Source: an optimization exercise on an open RTL-to-GDS flow (aim: small area and a short achievable clock period). Production flows keep margins and buffers that such runs may drop. Where RTL was checked, it was by simulation tests only, not by an equivalence proof against the original.

// vector_dot_dma
module vector_dot_dma(
				clk,
				reset,
				address,
				writedata,
				write,
				read,
				readdata,
                b_data);
input clk;
input reset;                 
input [1:0] address;
input [31:0] writedata;
input write;
input read;
input b_data;                
output reg [31:0] readdata;
reg [31:0] a_buf [0:3];
reg [3:0]  a_valid;
reg        m_s;
reg [22:0] m_fa;
reg [11:0] m_bone;    
reg [11:0] m_btwo;
reg [10:0] m_bneg;
reg [8:0]  m_fe0;
reg        m_z;
reg [31:0] p;       
reg [31:0] acc;     
wire clr   = reset | read;
wire a_wr  = write & ~b_data;
wire b_wr  = write & b_data;
wire [31:0] a_sel = a_buf[address];
wire        a_ok  = a_valid[address];
wire [31:0] mul_out;
wire [31:0] add_out;
floating_multiplier m1(m_s, m_fa, m_bone, m_btwo, m_bneg, m_fe0, m_z, mul_out);
floating_add_sub a1(p, acc, add_out);
wire [8:0] e_sum = {1'b0, writedata[30:23]} + {1'b0, a_sel[30:23]} - 9'd127;
wire       z_in  = ~a_ok | (writedata == 32'd0) | (a_sel == 32'd0) |
                   (&writedata[30:23]) | (&a_sel[30:23]);
wire [24:0] y_ext = {1'b1, a_sel[22:0], 1'b0};
wire [11:0] b_one, b_two, b_neg;
genvar g;
generate
    for (g = 0; g < 12; g = g + 1) begin : booth
        wire [2:0] t = y_ext[2*g+2:2*g];
        assign b_one[g] = t[1] ^ t[0];
        assign b_two[g] = (t[2] & ~t[1] & ~t[0]) | (~t[2] & t[1] & t[0]);
        assign b_neg[g] = t[2];
    end
endgenerate
always @(posedge clk) begin
    if (reset)
  ...
Size: about 4200 cells after synthesis, ~71 I/O pins, about 34000 um^2 of cells after synthesis.
==> module floating_add_sub, before the edit <==
module floating_add_sub(
    input  [31:0] dataa,
    input  [31:0] datab,
    output [31:0] result);
wire        sa = dataa[31];
wire        sb = datab[31];
wire [7:0]  ea = dataa[30:23];
wire [7:0]  eb = datab[30:23];
wire [23:0] ma = {1'b1, dataa[22:0]};
wire [23:0] mb = {1'b1, datab[22:0]};
wire        op = sa ^ sb;
wire [8:0]  dab = {1'b0, ea} - {1'b0, eb};
wire [8:0]  dba = {1'b0, eb} - {1'b0, ea};
wire        a_ge = ~dab[8];
wire        e_eq = (ea == eb);
wire        m_ge = (ma >= mb);
wire        a_big = e_eq ? m_ge : a_ge;
wire [7:0]  dabs = a_ge ? dab[7:0] : dba[7:0];
wire [7:0]  E = a_ge ? ea : eb;
wire        d1 = a_ge ? (dab[7:0] == 8'd1) : (dba[7:0] == 8'd1);
wire        near = op & (e_eq | d1);
wire        sign_big = a_big ? sa : sb;
wire [23:0] L = a_big ? ma : mb;
wire [23:0] S0 = a_big ? mb : ma;
wire [23:0] fs = (dabs >= 8'd24) ? 24'd0 : (S0 >> dabs[4:0]);
wire [24:0] fr = op ? ({1'b0, L} - {1'b0, fs}) : ({1'b0, L} + {1'b0, fs});
reg  [7:0]  f_exp;
reg  [22:0] f_man;
always @(*) begin
    if (fr[24]) begin
        if (E == 8'd0) begin
            f_exp = 8'd0;
            f_man = fr[22:0];
        end else begin
            f_exp = E + 8'd1;
            f_man = fr[23:1];
        end
    end else if (fr[23]) begin
        f_exp = E;
        f_man = fr[22:0];
    end else begin
        f_exp = E - 8'd1;
        f_man = {fr[21:0], 1'b0};
    end
end
wire        f_sign = op ? sign_big : sa;
wire [23:0] ns = e_eq ? S0 : {1'b0, S0[23:1]};
wire [23:0] nr = L - ns;
reg  [4:0]  lz;
integer     i;
always @(*) begin
    lz = 5'd0;
    for (i = 0; i < 24; i = i + 1)
        if (nr[i]) lz = 5'd23 - i[4:0];
end
wire [23:0] n_sh = nr << lz;
wire        n_zero = (nr == 24'd0);
wire [7:0]  n_exp = n_zero ? 8'd0 : E - {3'b0, lz};
wire        n_sign = ~n_zero & sign_big;
assign result = (E == 8'hff) ? 32'b0 :
                near ? {n_sign, n_exp, n_sh[22:0]} :
                       {f_sign, f_exp, f_man};
endmodule
clock: 11.0 ns
lec_check: 0
abc_area: 1
cap_margin: 20
core_margin: 2
core_utilization: 60
place_density: 0.75
setup_slack_margin: 5
slew_margin: 20
run.sh (not shown) runs the stock make flow with config.mk's settings and CLKGATE_MAP_FILE= SYNTH_SCRIPT=/design/flow/synth_recipe.tcl, a recipe that flattens the netlist after the stock synthesis.
Change:
--- a/flow/design.v
+++ b/flow/design.v
@@ -1835,53 +1835,44 @@
 wire        e_eq = (ea == eb);
 wire        m_ge = (ma >= mb);
 wire        a_big = e_eq ? m_ge : a_ge;
 wire [7:0]  dabs = a_ge ? dab[7:0] : dba[7:0];
 wire [7:0]  E = a_ge ? ea : eb;
-wire        d1 = a_ge ? (dab[7:0] == 8'd1) : (dba[7:0] == 8'd1);
-wire        near = op & (e_eq | d1);
-wire        sign_big = a_big ? sa : sb;
 wire [23:0] L = a_big ? ma : mb;
 wire [23:0] S0 = a_big ? mb : ma;
-wire [23:0] fs = (dabs >= 8'd24) ? 24'd0 : (S0 >> dabs[4:0]);
-wire [24:0] fr = op ? ({1'b0, L} - {1'b0, fs}) : ({1'b0, L} + {1'b0, fs});
-reg  [7:0]  f_exp;
-reg  [22:0] f_man;
+wire [23:0] S = (dabs >= 8'd24) ? 24'd0 : (S0 >> dabs[4:0]);
+wire [24:0] r = op ? ({1'b0, L} - {1'b0, S}) : ({1'b0, L} + {1'b0, S});
+reg  [4:0]  lz;
+integer     i;
+always @(*) begin
+    lz = 5'd0;
+    for (i = 0; i < 24; i = i + 1)
+        if (r[i]) lz = 5'd23 - i[4:0];
+end
+wire [23:0] r_sh = r[23:0] << lz;
+wire        r_zero = (r == 25'd0);
+reg  [7:0]  n_exp;
+reg  [22:0] n_man;
 always @(*) begin
-    if (fr[24]) begin
+    if (r[24]) begin
         if (E == 8'd0) begin
-            f_exp = 8'd0;
-            f_man = fr[22:0];
+            n_exp = 8'd0;
+            n_man = r[22:0];
         end else begin
-            f_exp = E + 8'd1;
-            f_man = fr[23:1];
+            n_exp = E + 8'd1;
+            n_man = r[23:1];
         end
-    end else if (fr[23]) begin
-        f_exp = E;
-        f_man = fr[22:0];
+    end else if (r_zero) begin
+        n_exp = 8'd0;
+        n_man = 23'd0;
     end else begin
-        f_exp = E - 8'd1;
-        f_man = {fr[21:0], 1'b0};
+        n_exp = E - {3'b0, lz};
+        n_man = r_sh[22:0];
     end
 end
-wire        f_sign = op ? sign_big : sa;
-wire [23:0] ns = e_eq ? S0 : {1'b0, S0[23:1]};
-wire [23:0] nr = L - ns;
-reg  [4:0]  lz;
-integer     i;
-always @(*) begin
-    lz = 5'd0;
-    for (i = 0; i < 24; i = i + 1)
-        if (nr[i]) lz = 5'd23 - i[4:0];
-end
-wire [23:0] n_sh = nr << lz;
-wire        n_zero = (nr == 24'd0);
-wire [7:0]  n_exp = n_zero ? 8'd0 : E - {3'b0, lz};
-wire        n_sign = ~n_zero & sign_big;
-assign result = (E == 8'hff) ? 32'b0 :
-                near ? {n_sign, n_exp, n_sh[22:0]} :
-                       {f_sign, f_exp, f_man};
+wire        sign = op ? (~r_zero & (a_big ? sa : sb)) : sa;
+assign result = (E == 8'hff) ? 32'b0 : {sign, n_exp, n_man};
 endmodule
 module vector_dot_dma(
 				clk,
 				reset,
 				address,
=>
- The changed run passed the timing, design-rule and antenna checks
- worst setup slack degrades by 0.20 ns
- design area went down by 2.7%
- final cell count went down by about 5.3%
- wire length went down by 2.8%
- clock skew hardly moves
- via count went down by 3.2%
- register-to-register slack degrades by 0.20 ns
- first-iteration DRC count went up by about 12%
No functional check of the RTL was part of the second run of this note.

[port drivers added, routing unchanged]
The results above use ideal ports. As a check the final layouts listed here were re-extracted and re-timed, cells and wires unchanged. Step 1: set_driving_cell puts a clkbuf_16 on clk and a buf_2 on each other input, an assumption about the parent block. Step 2 adds t to the input delays and takes it off the output delays; t is the mean of the earliest and latest rising clock arrival at the registers after step 1. Input paths then give back, and output paths get back, about the clock's delay inside the block. Slacks: ideal / step 1 / step 2; pairs: ideal / step 1.
| run | t (ns) | setup slack, ns | hold slack, ns | worst setup path after step 2 | worst register clock-pin slew, ns |
|---|---|---|---|---|---|
| the first run | 0.664 | 3.382 / 3.382 / 3.382 | 0.457 / 0.457 / 0.457 | register to register | 0.07 / 0.07 |
| the second run | 0.668 | 3.180 / 3.180 / 3.180 | 0.460 / 0.460 / 0.460 | register to register | 0.08 / 0.08 |
After both steps every run listed still meets setup and hold.
